What follows belongs to an exercise in optimizing a design on an open flow for small area, a short achievable clock period and few clock cycles per item; a production flow would make more cautious choices.
At most, simulation tests tie the RTL to the original design; equivalence was not proved.
Power and IR drop assume default switching activity.

// sampledec
module sampledec(received,clk,start,ctrl,corrected,decodedOp,nerr,done);
  input [14:0] received; input clk; input start; input ctrl;
  output [7:0] corrected; output [1:0] nerr; output [14:0] decodedOp; output done;
  reg done_q, ctrl_q;
  always @(posedge clk) begin ctrl_q <= ctrl; if (start) done_q <= 1'b1; end
  assign done = done_q;
  reg [14:0] r;
  wire rn0; bmux u_rn0(.s(start),.a(r[0]),.b(received[0]),.y(rn0));
  wire rn1; bmux u_rn1(.s(start),.a(r[1]),.b(received[1]),.y(rn1));
  wire rn2; bmux u_rn2(.s(start),.a(r[2]),.b(received[2]),.y(rn2));
  wire rn3; bmux u_rn3(.s(start),.a(r[3]),.b(received[3]),.y(rn3));
  wire rn4; bmux u_rn4(.s(start),.a(r[4]),.b(received[4]),.y(rn4));
  wire rn5; bmux u_rn5(.s(start),.a(r[5]),.b(received[5]),.y(rn5));
  wire rn6; bmux u_rn6(.s(start),.a(r[6]),.b(received[6]),.y(rn6));
  wire rn7; bmux u_rn7(.s(start),.a(r[7]),.b(received[7]),.y(rn7));
  wire rn8; bmux u_rn8(.s(start),.a(r[8]),.b(received[8]),.y(rn8));
  wire rn9; bmux u_rn9(.s(start),.a(r[9]),.b(received[9]),.y(rn9));
  wire rn10; bmux u_rn10(.s(start),.a(r[10]),.b(received[10]),.y(rn10));
  wire rn11; bmux u_rn11(.s(start),.a(r[11]),.b(received[11]),.y(rn11));
  wire rn12; bmux u_rn12(.s(start),.a(r[12]),.b(received[12]),.y(rn12));
  wire rn13; bmux u_rn13(.s(start),.a(r[13]),.b(received[13]),.y(rn13));
  wire rn14; bmux u_rn14(.s(start),.a(r[14]),.b(received[14]),.y(rn14));
  wire [14:0] rn = {rn14, rn13, rn12, rn11, rn10, rn9, rn8, rn7, rn6, rn5, rn4, rn3, rn2, rn1, rn0};
  wire t_1; bx2 u_t_1(.a(rn[3]),.b(rn[10]),.y(t_1));
  wire t_2; bx2 u_t_2(.a(rn[7]),.b(rn[9]),.y(t_2));
  wire t_3; bx2 u_t_3(.a(t_1),.b(t_2),.y(t_3));
  ...
Size in the first run: roughly 190 cells after synthesis, about 27 flip-flops, ~0.0019 mm² of cells after synthesis.
==> flow/config.mk <==
export PLATFORM = sky130hd
export DESIGN_NAME = sampledec
export DESIGN_NICKNAME = sampledec
export VERILOG_FILES = /design/flow/design.v
export SDC_FILE = /design/flow/constraint.sdc
export NUM_CORES = 4
export LEC_CHECK = 0
export CAP_MARGIN = 20
export CORE_MARGIN = 2
export CORE_UTILIZATION = 40
export SLEW_MARGIN = 20
export SYNTH_HIERARCHICAL = 1
==> flow/constraint.sdc <==
create_clock -name core_clock -period 7.0 [get_ports {clk}]
set_input_delay 1.4000 -clock core_clock [delete_from_list [all_inputs] [get_ports {clk}]]
set_output_delay 1.4000 -clock core_clock [all_outputs]
set_load 0.01 [all_outputs]
standard.sh (not shown) runs the stock make flow with config.mk's settings and CLKGATE_MAP_FILE= SYNTH_SCRIPT=/design/flow/synth_recipe.tcl, a recipe that flattens the netlist after the stock synthesis.
==> flow/flow/run.sh <==
#!/bin/bash
# The standard layout (standard.sh) with: every port buffered by one fixed cell type,
# a few cells sized by hand after placement resizing (flow/upsize.tcl),
# power recovery (downsizing of non-critical cells) after global routing,
# and a clock tree built from clkbuf_8. The flow's full output goes to standard.log here.
export BUFFER_PORTS_ARGS="-buffer_cell sky130_fd_sc_hd__buf_1"
export RECOVER_POWER=100
export START_BUF_CELL=sky130_fd_sc_hd__buf_8
export XOR_MIN_FANOUT=${XOR_MIN_FANOUT:-5}
export POST_RESIZE_TCL="$(pwd)/flow/upsize.tcl"
export CTS_ARGS="-sink_clustering_enable -repair_clock_nets -sink_buffer_max_cap_derate 1.0 -dont_use_dummy_load -buf_list sky130_fd_sc_hd__clkbuf_8 -root_buf sky130_fd_sc_hd__clkbuf_8"
bash standard.sh > standard.log 2>&1
==> flow/flow/upsize.tcl <==
# Gate sizing by hand after placement resizing:
#  - the start port's buffer (start selects the hold multiplexer of every stored bit)
#    becomes $::env(START_BUF_CELL);
#  - every xor2_1 / xnor2_1 that drives $::env(XOR_MIN_FANOUT) or more pins becomes the _2 cell.
set up {}
foreach pin [get_pins -of_objects [get_nets start]] {
  if { [get_property $pin direction] == "input" } {
    set inst [get_cells -of_objects $pin]
    puts "upsize: [get_full_name $inst] (start port buffer) -> $::env(START_BUF_CELL)"
    replace_cell $inst $::env(START_BUF_CELL)
    lappend up $inst
  }
}
foreach inst [get_cells *] {
  set m [get_property [get_lib_cells -of_objects $inst] name]
  if { $m != "sky130_fd_sc_hd__xor2_1" && $m != "sky130_fd_sc_hd__xnor2_1" } { continue }
  foreach pin [get_pins -of_objects $inst] {
    if { [get_property $pin direction] != "output" } { continue }
    set n [llength [get_pins -of_objects [get_nets -of_objects $pin]]]
    if { $n - 1 >= $::env(XOR_MIN_FANOUT) } {
      set to [string map {_1 _2} $m]
      puts "upsize: [get_full_name $inst] fanout [expr {$n - 1}] -> $to"
      replace_cell $inst $to
      lappend up $inst
    }
  }
}
# connect the new cells' supply pins as the platform's pdn.tcl connects every cell's
add_global_connection -net {VDD} -inst_pattern {.*} -pin_pattern {VPWR}
add_global_connection -net {VDD} -inst_pattern {.*} -pin_pattern {VPB}
add_global_connection -net {VSS} -inst_pattern {.*} -pin_pattern {VGND}
add_global_connection -net {VSS} -inst_pattern {.*} -pin_pattern {VNB}
global_connect
# keep power recovery from shrinking them again
foreach inst $up { set_dont_touch $inst }
The first run stopped in 3_4_place_resized, error STA-2201.
Testbench counts at the start, summed over its fixed seeds: cycles 4,000, items 4,000.
==> next run, changes <==
--- a/flow/flow/upsize.tcl
+++ b/flow/flow/upsize.tcl
@@ -14,3 +14,3 @@
 foreach inst [get_cells *] {
-  set m [get_property [get_lib_cells -of_objects $inst] name]
+  set m [get_property $inst ref_name]
   if { $m != "sky130_fd_sc_hd__xor2_1" && $m != "sky130_fd_sc_hd__xnor2_1" } { continue }
What happened: The changed run finished clean; area after synthesis is unchanged; synthesized cell count is unchanged.
==> next run, changes <==
--- a/flow/flow/run.sh
+++ b/flow/flow/run.sh
@@ -8,3 +8,3 @@
 export START_BUF_CELL=sky130_fd_sc_hd__buf_8
-export XOR_MIN_FANOUT=${XOR_MIN_FANOUT:-5}
+export XOR_MIN_FANOUT=${XOR_MIN_FANOUT:-6}
 export POST_RESIZE_TCL="$(pwd)/flow/upsize.tcl"
The new run finished with timing, DRC and antenna clean; combinational power is about the same; clock-buffer cell count does not change; non-clock buffer count stays the same.
==> next run, changes <==
==> flow/flow/run.sh (replaced) <==
#!/bin/bash
# The standard layout (standard.sh) with: every port buffered by one fixed cell type,
# power recovery (downsizing of non-critical cells) after global routing, and optional
# extra ORFS settings. The flow's full output goes to standard.log in this folder.
export BUFFER_PORTS_ARGS="-buffer_cell sky130_fd_sc_hd__buf_1"
export RECOVER_POWER=0
export CTS_ARGS="-sink_clustering_enable -repair_clock_nets -sink_buffer_max_cap_derate 1.0 -dont_use_dummy_load -buf_list sky130_fd_sc_hd__clkbuf_8 -root_buf sky130_fd_sc_hd__clkbuf_8"
bash standard.sh > standard.log 2>&1
removed: flow/flow/upsize.tcl
Design area went up by 1.8%.
Count of clock-buffer cells in the layout stays the same.
Area after synthesis does not change.
==> next run, changes <==
==> flow/flow/run.sh (replaced) <==
#!/bin/bash
# The standard layout (standard.sh) with: every port buffered by one fixed cell type,
# a few cells sized by hand after placement resizing (flow/upsize.tcl),
# power recovery (downsizing of non-critical cells) after global routing,
# and a clock tree built from clkbuf_8. The flow's full output goes to standard.log here.
export BUFFER_PORTS_ARGS="-buffer_cell sky130_fd_sc_hd__buf_1"
export RECOVER_POWER=100
export START_BUF_CELL=sky130_fd_sc_hd__buf_8
export XOR_MIN_FANOUT=${XOR_MIN_FANOUT:-4}
export POST_RESIZE_TCL="$(pwd)/flow/upsize.tcl"
export CTS_ARGS="-sink_clustering_enable -repair_clock_nets -sink_buffer_max_cap_derate 1.0 -dont_use_dummy_load -buf_list sky130_fd_sc_hd__clkbuf_8 -root_buf sky130_fd_sc_hd__clkbuf_8"
bash standard.sh > standard.log 2>&1
==> flow/flow/upsize.tcl (new file) <==
# Gate sizing by hand after placement resizing:
#  - the start port's buffer (start selects the hold multiplexer of every stored bit)
#    becomes $::env(START_BUF_CELL);
#  - every xor2_1 / xnor2_1 that drives $::env(XOR_MIN_FANOUT) or more pins becomes the _2 cell.
set up {}
foreach pin [get_pins -of_objects [get_nets start]] {
  if { [get_property $pin direction] == "input" } {
    set inst [get_cells -of_objects $pin]
    puts "upsize: [get_full_name $inst] (start port buffer) -> $::env(START_BUF_CELL)"
    replace_cell $inst $::env(START_BUF_CELL)
    lappend up $inst
  }
}
foreach inst [get_cells *] {
  set m [get_property $inst ref_name]
  if { $m != "sky130_fd_sc_hd__xor2_1" && $m != "sky130_fd_sc_hd__xnor2_1" } { continue }
  foreach pin [get_pins -of_objects $inst] {
    if { [get_property $pin direction] != "output" } { continue }
    set n [llength [get_pins -of_objects [get_nets -of_objects $pin]]]
    if { $n - 1 >= $::env(XOR_MIN_FANOUT) } {
      set to [string map {_1 _2} $m]
      puts "upsize: [get_full_name $inst] fanout [expr {$n - 1}] -> $to"
      replace_cell $inst $to
      lappend up $inst
    }
  }
}
# connect the new cells' supply pins as the platform's pdn.tcl connects every cell's
add_global_connection -net {VDD} -inst_pattern {.*} -pin_pattern {VPWR}
add_global_connection -net {VDD} -inst_pattern {.*} -pin_pattern {VPB}
add_global_connection -net {VSS} -inst_pattern {.*} -pin_pattern {VGND}
add_global_connection -net {VSS} -inst_pattern {.*} -pin_pattern {VNB}
global_connect
# keep power recovery from shrinking them again
foreach inst $up { set_dont_touch $inst }
Outcome:
- final cell count does not change
- clock skew hardly moves
- final area grows by 3.4%
==> next run, changes <==
==> flow/flow/run.sh (replaced) <==
#!/bin/bash
# The standard layout (standard.sh) with: every port buffered by one fixed cell type,
# the start port's buffer upsized after placement resizing (flow/upsize_start.tcl),
# power recovery (downsizing of non-critical cells) after global routing,
# and a clock tree built from clkbuf_8. The flow's full output goes to standard.log here.
export BUFFER_PORTS_ARGS="-buffer_cell sky130_fd_sc_hd__buf_1"
export RECOVER_POWER=100
export START_BUF_CELL=${START_BUF_CELL:-sky130_fd_sc_hd__buf_4}
export POST_RESIZE_TCL="$(pwd)/flow/upsize_start.tcl"
export CTS_ARGS="-sink_clustering_enable -repair_clock_nets -sink_buffer_max_cap_derate 1.0 -dont_use_dummy_load -buf_list sky130_fd_sc_hd__clkbuf_8 -root_buf sky130_fd_sc_hd__clkbuf_8"
bash standard.sh > standard.log 2>&1
==> flow/flow/upsize_start.tcl (new file) <==
# Upsize the input buffer on the start port: start selects the hold multiplexer
# of every stored bit, so its buffer drives a fanout of about 15.
set cell [lindex $::env(START_BUF_CELL) 0]
foreach pin [get_pins -of_objects [get_nets start]] {
  if { [get_property $pin direction] == "input" } {
    set inst [get_cells -of_objects $pin]
    puts "upsize_start: [get_full_name $inst] -> $cell"
    replace_cell $inst $cell
    set_dont_touch $inst
  }
}
removed: flow/flow/upsize.tcl
Total power went down by 6.0%.
Routed wire length went down by 2.0%.
Synthesized area is unchanged.

Setup of run a:
Another version of the RTL of sampledec (not shown whole).
Size in the first run: ~180 cells after synthesis, ~26 flip-flops, about 44 I/O pins.
clock: 7.0 ns
lec_check: 0
cap_margin: 20
core_margin: 2
core_utilization: 40
slew_margin: 20
synth_hierarchical: 1
run.sh (not shown) runs the stock make flow with config.mk's settings and CLKGATE_MAP_FILE= SYNTH_SCRIPT=/design/flow/synth_recipe.tcl, a recipe that flattens the netlist after the stock synthesis.
Stock flow here: none of the scripts above is used.
Run a finished every step from synthesis to the final layout, and the layout passed the timing, DRC and antenna checks.
Edits applied to the flow inputs when going from run a to run b:
- setting SETUP_SLACK_MARGIN to 3.5 for the first time
## What came out
No run among run b and run a stopped early or left any final violation; all are clean.
Run b ends up with a detailed-route via count that is 327 higher than in run a.
[compare] base=run a new=run b: post-layout worst setup margin went up by 490 ps; met1 track demand over resource higher.
[run b] number of cells in the finished layout apart from fillers rose 24% relative to run a
Looking at most frequent standard cell in the layout excluding fill and tap cells, the sky130_fd_sc_hd__xor2_1 result is from run a; the sky130_fd_sc_hd__buf_4 one comes from run b.
Compared with run a, run b shows worst slew margin relative to its limit lower by 8.5 points.
Run b vs run a, critical path depth went down by 2.
Function was not checked in any run of this note: the RTL went through the layout flow alone.

Another version of the RTL of sampledec (not shown whole).
Size: about 190 cells after synthesis, roughly 27 flip-flops, roughly 44 I/O pins, ~0.0019 mm² of cells after synthesis.
export LEC_CHECK = 0
export CAP_MARGIN = 20
export CORE_MARGIN = 2
export CORE_UTILIZATION = 40
export SLEW_MARGIN = 20
export SYNTH_HIERARCHICAL = 1
create_clock -name core_clock -period 7.0 [get_ports {clk}]
standard.sh (not shown) runs the stock make flow with config.mk's settings and CLKGATE_MAP_FILE= SYNTH_SCRIPT=/design/flow/synth_recipe.tcl, a recipe that flattens the netlist after the stock synthesis.
==> flow/flow/run.sh <==
#!/bin/bash
# The standard layout (standard.sh) with: every port buffered by one fixed cell type,
# a few cells sized by hand after placement resizing (flow/upsize.tcl),
# power recovery (downsizing of non-critical cells) after global routing,
# and a clock tree built from clkbuf_8. The flow's full output goes to standard.log here.
export BUFFER_PORTS_ARGS="-buffer_cell sky130_fd_sc_hd__buf_1"
export RECOVER_POWER=100
export START_BUF_CELL=sky130_fd_sc_hd__buf_8
export XOR_MIN_FANOUT=${XOR_MIN_FANOUT:-5}
export POST_RESIZE_TCL="$(pwd)/flow/upsize.tcl"
export CTS_ARGS="-sink_clustering_enable -repair_clock_nets -sink_buffer_max_cap_derate 1.0 -dont_use_dummy_load -buf_list sky130_fd_sc_hd__clkbuf_8 -root_buf sky130_fd_sc_hd__clkbuf_8"
bash standard.sh > standard.log 2>&1
==> flow/flow/upsize.tcl <==
# Gate sizing by hand after placement resizing:
#  - the start port's buffer (start selects the hold multiplexer of every stored bit)
#    becomes $::env(START_BUF_CELL);
#  - every xor2_1 / xnor2_1 that drives $::env(XOR_MIN_FANOUT) or more pins becomes the _2 cell.
set up {}
foreach pin [get_pins -of_objects [get_nets start]] {
  if { [get_property $pin direction] == "input" } {
    set inst [get_cells -of_objects $pin]
    puts "upsize: [get_full_name $inst] (start port buffer) -> $::env(START_BUF_CELL)"
    replace_cell $inst $::env(START_BUF_CELL)
    lappend up $inst
  }
}
foreach inst [get_cells *] {
  set m [get_property [get_lib_cells -of_objects $inst] name]
  if { $m != "sky130_fd_sc_hd__xor2_1" && $m != "sky130_fd_sc_hd__xnor2_1" } { continue }
  foreach pin [get_pins -of_objects $inst] {
    if { [get_property $pin direction] != "output" } { continue }
    set n [llength [get_pins -of_objects [get_nets -of_objects $pin]]]
    if { $n - 1 >= $::env(XOR_MIN_FANOUT) } {
      set to [string map {_1 _2} $m]
      puts "upsize: [get_full_name $inst] fanout [expr {$n - 1}] -> $to"
      replace_cell $inst $to
      lappend up $inst
    }
  }
}
# connect the new cells' supply pins as the platform's pdn.tcl connects every cell's
add_global_connection -net {VDD} -inst_pattern {.*} -pin_pattern {VPWR}
add_global_connection -net {VDD} -inst_pattern {.*} -pin_pattern {VPB}
add_global_connection -net {VSS} -inst_pattern {.*} -pin_pattern {VGND}
add_global_connection -net {VSS} -inst_pattern {.*} -pin_pattern {VNB}
global_connect
# keep power recovery from shrinking them again
foreach inst $up { set_dont_touch $inst }
The first run failed in 3_4_place_resized, error STA-2201.
Edit:
--- a/flow/flow/upsize.tcl
+++ b/flow/flow/upsize.tcl
@@ -14,3 +14,3 @@
 foreach inst [get_cells *] {
-  set m [get_property [get_lib_cells -of_objects $inst] name]
+  set m [get_property $inst ref_name]
   if { $m != "sky130_fd_sc_hd__xor2_1" && $m != "sky130_fd_sc_hd__xnor2_1" } { continue }
Effect: This time the run completed with no timing, DRC or antenna violations; synthesized cell count stays the same; synthesized area is unchanged.
Function was not checked in any run of this note: the RTL went through the layout flow alone.

## port drivers added, routing unchanged
The flow's constraints put no driver on any port. The routed layouts listed below were extracted and timed again, unchanged, in two steps.
Step 1: set_driving_cell puts a clkbuf_16 on clk and a buf_2 on each other input, an assumption about the parent block.
Step 2, shift: input delay + t, output delay - t, t = (earliest + latest rising clock arrival at the registers) / 2. This alone moves slack from input paths to output paths.
a / b / c = ideal ports / drivers / drivers and shift; a / b = the first two.
| run | t, ns | slack for setup (ns) | worst hold slack (ns) | worst setup path at the end | latest minus earliest clock arrival (ns) |
|---|---|---|---|---|---|
| the second run of note 1 | 0.294 | 3.676 / 3.651 / 3.356 | 0.568 / 0.568 / 0.568 | input to register | 0.004 / 0.005 |
| the third run of note 1 | 0.291 | 3.625 / 3.599 / 3.308 | 0.562 / 0.562 / 0.562 | input to register | 0.006 / 0.006 |
| the fourth run of note 1 | 0.289 | 3.002 / 2.998 / 2.709 | 0.550 / 0.550 / 0.550 | input to register | 0.002 / 0.003 |
| the fifth run of note 1 | 0.282 | 3.629 / 3.604 / 3.322 | 0.570 / 0.570 / 0.570 | input to register | 0.003 / 0.004 |
| the sixth run of note 1 | 0.288 | 3.547 / 3.546 / 3.258 | 0.556 / 0.556 / 0.556 | input to register | 0.004 / 0.004 |
| run a | 0.286 | 2.328 / 2.329 / 2.042 | 1.561 / 1.571 / 1.857 | input to register | 0.012 / 0.013 |
| run b | 0.290 | 2.818 / 2.793 / 2.773 | 1.340 / 1.365 / 1.655 | input to register | 0.010 / 0.010 |
| the second run of note 3 | 0.282 | 3.692 / 3.666 / 3.384 | 0.576 / 0.576 / 0.576 | input to register | 0.006 / 0.006 |
After both steps setup and hold are still met in every run listed. For the second run of note 1, which loses most, drivers alone change the setup slack by -0.025 ns; drivers and shift together by -0.320 ns.
